This is an optimization exercise on Yosys and OpenROAD, whose aim is small area, a short achievable clock period and few clock cycles, not a production implementation.
In this exercise RTL edits were held to simulation tests only and were not proved equivalent to the original.
Power and IR drop assume default switching activity.

<file path="flow/run.sh">
#!/bin/bash
# synth_recipe.tcl (not shown) runs the flow's synth.tcl, then flattens the netlist and writes it again
# the make line also repeats each setting of config.mk as NAME=value (left out here)
make -C /OpenROAD-flow-scripts/flow DESIGN_CONFIG=/design/flow/config.mk WORK_HOME=/design/flow/orfs CLKGATE_MAP_FILE= SYNTH_SCRIPT=/design/flow/synth_recipe.tcl finish
</file>
<file path="flow/config.mk">
export PLATFORM = sky130hd
export DESIGN_NAME = pipe_noDataHazards_cpu
export DESIGN_NICKNAME = pipe_noDataHazards_cpu
export VERILOG_FILES = /design/flow/design.v
export SDC_FILE = /design/flow/constraint.sdc
export NUM_CORES = 4
export LEC_CHECK = 0
export CAP_MARGIN = 20
export CORE_MARGIN = 2
export CORE_UTILIZATION = 40
export PLACE_DENSITY = 0.6
export SLEW_MARGIN = 20
</file>
<file path="flow/constraint.sdc">
create_clock -name core_clock -period 8.0 [get_ports {clk}]
set_input_delay 1.6000 -clock core_clock [delete_from_list [all_inputs] [get_ports {clk}]]
set_output_delay 1.6000 -clock core_clock [all_outputs]
set_load 0.01 [all_outputs]
</file>
<file path="flow/design.v">
`timescale 1ns / 1ps
module pipe_noDataHazards_cpu(clrn,clk,pc,inst,dmem_addr,dmem_wdata,dmem_we,dmem_rdata);
	input clrn,clk;
	output [31:0] pc;
	input [31:0] inst;
	output [31:0] dmem_addr,dmem_wdata;
	output dmem_we;
	input [31:0] dmem_rdata;
	reg [31:2] pcr;             
	reg pend;                   
	reg [31:2] ptgt;            
	reg id_v;                   
	reg [31:0] ir;              
	reg ex_we, ex_ld, ex_st, ex_beq, ex_bne, ex_j, ex_br;
	reg [4:0] ex_wn;
	reg [31:0] ex_a, ex_b, ex_c;
	reg ex_fa_r, ex_fa_m, ex_fa_w;
	reg ex_fb_r, ex_fb_m, ex_fb_w;
	reg ex_fc_r, ex_fc_m, ex_fc_w;
	reg ex_add, ex_and, ex_or, ex_xor, ex_sh, ex_shl, ex_shr, ex_ari;
	reg m_we, m_ld, m_st;
	reg [4:0] m_wn;
	reg [31:0] m_res, m_sd;
	reg w_we;
	reg [4:0] w_wn;
	reg [31:0] w_val;
	wire stall;
	assign pc = {pcr, 2'b00};
	wire [31:2] pc_inc = pcr + 30'd1;
	always @(posedge clk or negedge clrn)
		if (!clrn) pcr <= 30'd0;
		else if (!stall) pcr <= pend ? ptgt : pc_inc;
	always @(posedge clk or negedge clrn)
		if (!clrn) id_v <= 1'b0;
		else if (!stall) id_v <= 1'b1;
	always @(posedge clk)
		if (!stall) ir <= inst;
	wire [11:0] op12 = ir[31:20];
	wire [5:0]  op6  = ir[31:26];
	wire [4:0]  rs = ir[9:5], rt = ir[4:0], rd = ir[14:10];
	wire [15:0] imm = ir[25:10];
	wire d_add  = op12 == 12'h001;
	wire d_and  = op12 == 12'h041;
	wire d_or   = op12 == 12'h042;
	wire d_xor  = op12 == 12'h044;
	wire d_sra  = op12 == 12'h081;
	wire d_srl  = op12 == 12'h082;
	wire d_sll  = op12 == 12'h083;
	wire d_addi = op6 == 6'b000101;
	wire d_andi = op6 == 6'b001001;
	wire d_ori  = op6 == 6'b001010;
	wire d_xori = op6 == 6'b001100;
	wire d_ld   = op6 == 6'b001101;
	wire d_st   = op6 == 6'b001110;
	wire d_beq  = op6 == 6'b001111;
	wire d_bne  = op6 == 6'b010000;
	wire d_j    = op6 == 6'b010010;
	wire d_rr   = d_add | d_and | d_or | d_xor;
	wire d_shf  = d_sra | d_srl | d_sll;
	wire d_imm  = d_addi | d_andi | d_ori | d_xori | d_ld;
	wire d_bb   = d_beq | d_bne;
	wire use_rs = d_rr | d_imm | d_st | d_bb;
	wire use_rt = d_rr | d_shf | d_st | d_bb;
	wire [4:0] wn = (d_rr | d_shf) ? rd : rt;
	wire d_we   = (d_rr | d_shf | d_imm) & (wn != 5'd0);
	assign stall = ex_ld & ((use_rs & (ex_wn == rs)) | (use_rt & (ex_wn == rt)));
	wire go = id_v & ~stall;
	reg [31:1] rv;
	always @(posedge clk or negedge clrn)
		if (!clrn) rv <= 31'd0;
		else if (w_we) rv <= rv | (31'd1 << (w_wn - 5'd1));
	wire [31:0] rf [1:31];
	genvar g;
	generate
		for (g = 1; g < 32; g = g + 1) begin : R
			reg [31:0] q;
			always @(posedge clk)
				if (w_we & (w_wn == g)) q <= w_val;
			assign rf[g] = q;
		end
	endgenerate
	reg [31:0] rfa, rfb;
	integer k;
	always @(*) begin
		rfa = 32'd0;
		rfb = 32'd0;
		for (k = 1; k < 32; k = k + 1) begin
			rfa = rfa | ({32{(rs == k) & rv[k]}} & rf[k]);
			rfb = rfb | ({32{(rt == k) & rv[k]}} & rf[k]);
		end
	end
	wire byp_a = w_we & (w_wn == rs);
	wire byp_b = w_we & (w_wn == rt);
	wire [31:0] qa = byp_a ? w_val : rfa;
	wire [31:0] qb = byp_b ? w_val : rfb;
	wire [31:0] immx = {{16{imm[15] & (d_addi | d_ld | d_st)}}, imm};
	wire [31:2] btgt = pcr + {{14{imm[15]}}, imm};
	wire [31:2] jtgt = {pcr[31:28], ir[25:0]};
	wire b_imm = d_imm | d_st;
	wire em_a = ex_we & (ex_wn == rs);
	wire em_b = ex_we & (ex_wn == rt);
	wire mw_a = m_we & (m_wn == rs);
	wire mw_b = m_we & (m_wn == rt);
	always @(posedge clk or negedge clrn)
		if (!clrn) begin
			ex_we <= 1'b0; ex_ld <= 1'b0; ex_st <= 1'b0;
			ex_beq <= 1'b0; ex_bne <= 1'b0; ex_j <= 1'b0; ex_br <= 1'b0;
		end else begin
			ex_we  <= go & d_we;
			ex_ld  <= go & d_ld & (wn != 5'd0);
			ex_st  <= go & d_st;
			ex_beq <= go & d_beq;
			ex_bne <= go & d_bne;
			ex_j   <= go & d_j;
			ex_br  <= go & (d_bb | d_j);
		end
	always @(posedge clk) begin
		ex_wn <= wn;
		ex_a  <= qa;
		ex_b  <= b_imm ? immx : qb;
		ex_c  <= d_st ? qb : d_bb ? {btgt, 2'b00} : d_j ? {jtgt, 2'b00} : {27'd0, ir[19:15]};
		ex_fa_m <= em_a;
		ex_fa_w <= ~em_a & mw_a;
		ex_fa_r <= ~em_a & ~mw_a;
		ex_fb_m <= ~b_imm & em_b;
		ex_fb_w <= ~b_imm & ~em_b & mw_b;
		ex_fb_r <= b_imm | (~em_b & ~mw_b);
		ex_fc_m <= em_b;
		ex_fc_w <= ~em_b & mw_b;
		ex_fc_r <= ~em_b & ~mw_b;
		ex_add <= d_add | d_addi | d_ld | d_st;
		ex_and <= d_and | d_andi;
		ex_or  <= d_or | d_ori;
		ex_xor <= d_xor | d_xori;
		ex_sh  <= d_shf;
		ex_shl <= d_sll;
		ex_shr <= d_sra | d_srl;
		ex_ari <= d_sra;
	end
	wire [31:0] opa = ({32{ex_fa_r}} & ex_a) | ({32{ex_fa_m}} & m_res) | ({32{ex_fa_w}} & w_val);
	wire [31:0] opb = ({32{ex_fb_r}} & ex_b) | ({32{ex_fb_m}} & m_res) | ({32{ex_fb_w}} & w_val);
	wire [31:0] sdat = ({32{ex_fc_r}} & ex_c) | ({32{ex_fc_m}} & m_res) | ({32{ex_fc_w}} & w_val);
	wire [31:0] sum = opa + opb;
	wire [4:0] sa = ex_c[4:0];
	wire fill = ex_ari & opb[31];
	wire [31:0] s0 = opb;
	wire [31:0] s1, s2, s3, s4, s5;
	function [31:0] shstep;
		input [31:0] x;
		input h, l, r, f;
		input integer n;
		integer j;
		begin
			for (j = 0; j < 32; j = j + 1)
				shstep[j] = (h & x[j]) | (l & ((j >= n) ? x[j-n] : 1'b0))
				          | (r & ((j + n < 32) ? x[j+n] : f));
		end
	endfunction
	assign s1 = shstep(s0, ~sa[0], ex_shl & sa[0], ex_shr & sa[0], fill, 1);
	assign s2 = shstep(s1, ~sa[1], ex_shl & sa[1], ex_shr & sa[1], fill, 2);
	assign s3 = shstep(s2, ~sa[2], ex_shl & sa[2], ex_shr & sa[2], fill, 4);
	assign s4 = shstep(s3, ~sa[3], ex_shl & sa[3], ex_shr & sa[3], fill, 8);
	assign s5 = shstep(s4, ~sa[4], ex_shl & sa[4], ex_shr & sa[4], fill, 16);
	wire [31:0] res = ({32{ex_add}} & sum) | ({32{ex_and}} & (opa & opb)) |
	                  ({32{ex_or}} & (opa | opb)) | ({32{ex_xor}} & (opa ^ opb)) |
	                  ({32{ex_sh}} & s5);
	wire eq = opa == opb;
	wire taken = ex_j | (ex_beq & eq) | (ex_bne & ~eq);
	always @(posedge clk or negedge clrn)
		if (!clrn) pend <= 1'b0;
		else if (taken) pend <= 1'b1;
		else if (!stall) pend <= 1'b0;
	always @(posedge clk)
		if (ex_br) ptgt <= ex_c[31:2];
	always @(posedge clk or negedge clrn)
		if (!clrn) begin
			m_we <= 1'b0; m_ld <= 1'b0; m_st <= 1'b0;
		end else begin
			m_we <= ex_we; m_ld <= ex_ld; m_st <= ex_st;
		end
	always @(posedge clk) begin
		m_wn  <= ex_wn;
		m_res <= res;
		m_sd  <= sdat;
	end
	assign dmem_addr  = m_res;
	assign dmem_wdata = m_sd;
	assign dmem_we    = m_st;
	always @(posedge clk or negedge clrn)
		if (!clrn) w_we <= 1'b0;
		else w_we <= m_we;
	always @(posedge clk) begin
		w_wn  <= m_wn;
		w_val <= m_ld ? dmem_rdata : m_res;
	end
endmodule
</file>
==> impl_results.md <==
* Router iterations before antenna repair at 12
* Clk_skew at 0.0789 ns
* Crit path max fanout at 32
* Total GRT Usage at 37.6%
* Largest net degree at the start of global routing at 75
* Clock sinks at 1352
* EDFF count, synth at 1054
* Setup CP Type: flop to flop
* Number of cell rows at 145
* Slew HR at 9.81%
* Die width at 400 microns
* Postcts setup bufs at 0
* Final min period at 5.38 ns
* Synth top area share at 50.4%
* DR WL/cell at 42.1 microns
* NumNets Final at 5426
* Outcome: no timing/DRC/antenna violations
* Port Buf Inserts at 160
* Synth top area cells: edfxtp_1 50%, dfxtp_1 7.1%, a22oi_1 4.3%
* Most frequent cells in the layout: 1054 x edfxtp_1, 361 x a22oi_1, 308 x a221oi_1
* CP startpoint kind: flop
* Commonest non-fill, non-tap cell in the layout: edfxtp_1
* Final worst slack at 2.62 ns
* Worst hold path class: flop to flop
* Synthesized cell area at 62800 sq um
* Setup crit end kind: flop
* Hpwl dp at 186 mm
* CP cell instances: buf_4 > a222oi_1 > inv_1 > ha_1 > fa_1 > a211oi_1 > o21ai_0 > o31ai_1 > o311ai_1 > a31oi_1 > o21ai_1 > a221o_1 > mux2_2 > o2111ai_1
* Slew @ Worst Pin at 1.34 ns
* Non-Filler Instances at 7447
* Final count of pins violating max slew at 0
* Number of synthesized register bits at 1352
* WP data arrival at 6.03 ns
* Io pins at 163
* Grt ovf at 0
* Vias in the first global route at 51490
* H-Tree Depth at 4
* Peak supply drop at 240 uV
* Die area at 160000 sq um
* Detailed-route wire length at 314 mm
* Slowest cell on crit path: a222oi_1
* CTS hold repair buffers at 0
* First-pass GRT wire length at 423 mm
* Initial drt markers at 13226
* P per Cell Area at 228 nW/um^2
* CTS max path bufs at 3
* YS warnings at 1
* Lkg Pwr at 25.0 nW
* Count of final hold-check violations at 0
* Main synth FF type: edfxtp_1
* Setup Viol. Count Final at 0
* Core Region at 156000 sq um
* CTS root buf: clkbuf_16
* Share of cells above drive strength 1 at 12.2%
* Starting Density at 40.3%
* Ys async rst share at 5.47%
* Syn_area_per_cell at 12.1 sq um
* CTS tree: done
* Post-Place Setup Slack at 2.57 ns
* CTS buffer count at 142
* Final Cycle Share at 67.3%
* Via count at 55944
* RSZ-0062 raised after global routing: no
* Resized Gates After CTS at 0
* Yosys cell types at 91
* Cell accounting for the most synthesized area: edfxtp_1
* Initial antenna violation count at 17
* Sequential area share after synthesis at 60.5%
* Worst-path clk slew at 0.06 ns
* F_max at 0.186 GHz
* Placed Cells at 7176
* Vert. Die Dim at 400 microns
* Max Cap Violations at 0
* Setup TNS at 0 ns
* Layout overhead on the synthesized area at 14.4%
* Slowest stage delay, CP at 0.93 ns
* GP Congestion at 1.01
* Routed Antenna Nets at 0
* Synth Instances at 5212
* Clock latency (worst-skew pair) at 0.85 ns
* Routed vias/inst at 7.51
* Critical path required time at 8.65 ns
* # DRC at 0
==> critical path, delay by kind of cell (launching register included) <==
family	cells	cell delay, ns
adders and majority gates	2	0.82
DFF	1	0.30
AOI/OAI and AO/OA	9	3.43
muxes	1	0.25
buffers and inverters	2	0.37
==> layout make-up <==
cell class | count | area [sq um]
Fill cell | 14023 | 84200
Clock buffer | 184 | 3870
Clock inverter | 75 | 719
Timing Repair Buffer | 373 | 3210
Inverter | 139 | 524
Sequential cell | 1352 | 38000
Tap cell | 2058 | 2570
Antenna cell | 10 | 25.0
Multi-Input combinational cell | 3256 | 22900
==> flip-flops by register name (all words and copies together), names as in the netlist, 32 cells and up <==
register	flops
w_val	32
ex_b	32
ex_a	32
ir	32
ex_c	32
m_sd	32
R.q	992
m_res	32
==> path summary, 6_finish.rpt <==
path	slack (ns)	cells after the start	startpoint	end
setup / recovery	2.62	14	ex_fb_m	m_res[28]
max in group asynchronous	6.60	1	clrn	m_ld
hold / removal	0.39	0	ex_ld	m_ld
hold reg to reg	0.39	0	ex_ld	m_ld
min in group asynchronous	0.82	1	clrn	pcr[28]
setup reg to reg	2.62	14	ex_fb_m	m_res[28]
==> cell families (layout without fill, tap and decap cells) <==
logic type,Yosys count,after routing,synth area share [%]
simple gates,1150,1150,8.95
mux,49,49,0.864
fa+ha+maj,96,96,1.94
other cells,1,12,0.00597
xor+xnor,60,60,0.836
compound gates,1899,1899,23.2
buf+inv,605,771,3.70
flops,1352,1352,60.5
==> per-layer routing <==
metal  GRT usage (%)  up-vias  part of all wire [%]
li1                -    21360                     -
met1            45.9    26974                    34
met2            54.6     5906                    41
met3            15.6     1673                    16
met4            24.5       31                   8.6
met5           0.416        -                  0.14
==> report_power, final <==
group          switching (mW)  total, mW  internal, mW
clock network            2.98       6.63          3.65
registers               0.280       7.99          7.71
logic                    1.12       1.77         0.649
total                    4.38       16.4          12.0
==> through the flow <==
step           utilization, %  power, mW  hold slack [ns]  area, sq um
3_3_place_gp             43.0       9.82            0.360        67100
2_1_floorplan               -       8.99            0.331        62800
6_report                 46.0       16.4            0.387        71800
4_1_cts                  46.0       16.3            0.386        71700
3_5_place_dp             43.0       9.83            0.368        67200
5_1_grt                  46.0       16.8            0.400        71800
==> Yosys cell counts, types with 36 or more instances <==
cell / number
nand4_1: 112
and3_1: 84
buf_1: 39
clkbuf_1: 403
edfxtp_1: 1054
a21oi_1: 235
ha_1: 94
a222oi_1: 163
dfxtp_1: 224
o211ai_1: 83
nor2_1: 242
nand3_1: 186
xor2_1: 36
nor3_1: 106
dfrtp_1: 74
a22oi_1: 361
or2_2: 39
mux2_2: 42
a22o_1: 284
o21ai_0: 158
a221oi_1: 308
nand2_1: 264
inv_1: 131
Testbench counts, summed over its fixed seeds: cycles 49,672.

==> re-timing with driven ports <==
The results above use ideal ports. As a check the final layout listed here was re-extracted and re-timed, cells and wires unchanged. Step 1 (the two cells are an assumption about what drives the block):
set clk [get_ports {clk}]
set_driving_cell -lib_cell sky130_fd_sc_hd__clkbuf_16 $clk
set_driving_cell -lib_cell sky130_fd_sc_hd__buf_2 [delete_from_list [all_inputs] $clk]
Step 2 also shifts input and output timing later by t, the mid clock arrival at the registers, as if the neighbouring blocks saw the same clock. Three values: ideal, step 1, step 2; two values: the first two.
t, ns: 0.897
setup slack, ns: 2.617 / 2.617 / 2.617
worst hold slack (ns): 0.387 / 0.387 / 0.387
clock arrival spread, ns: 0.084 / 0.084
cell pins on the clock port's net: 1
After both steps setup and hold are still met in this run. For this run, drivers alone change the setup slack by 0.000 ns; drivers and shift together by 0.000 ns.
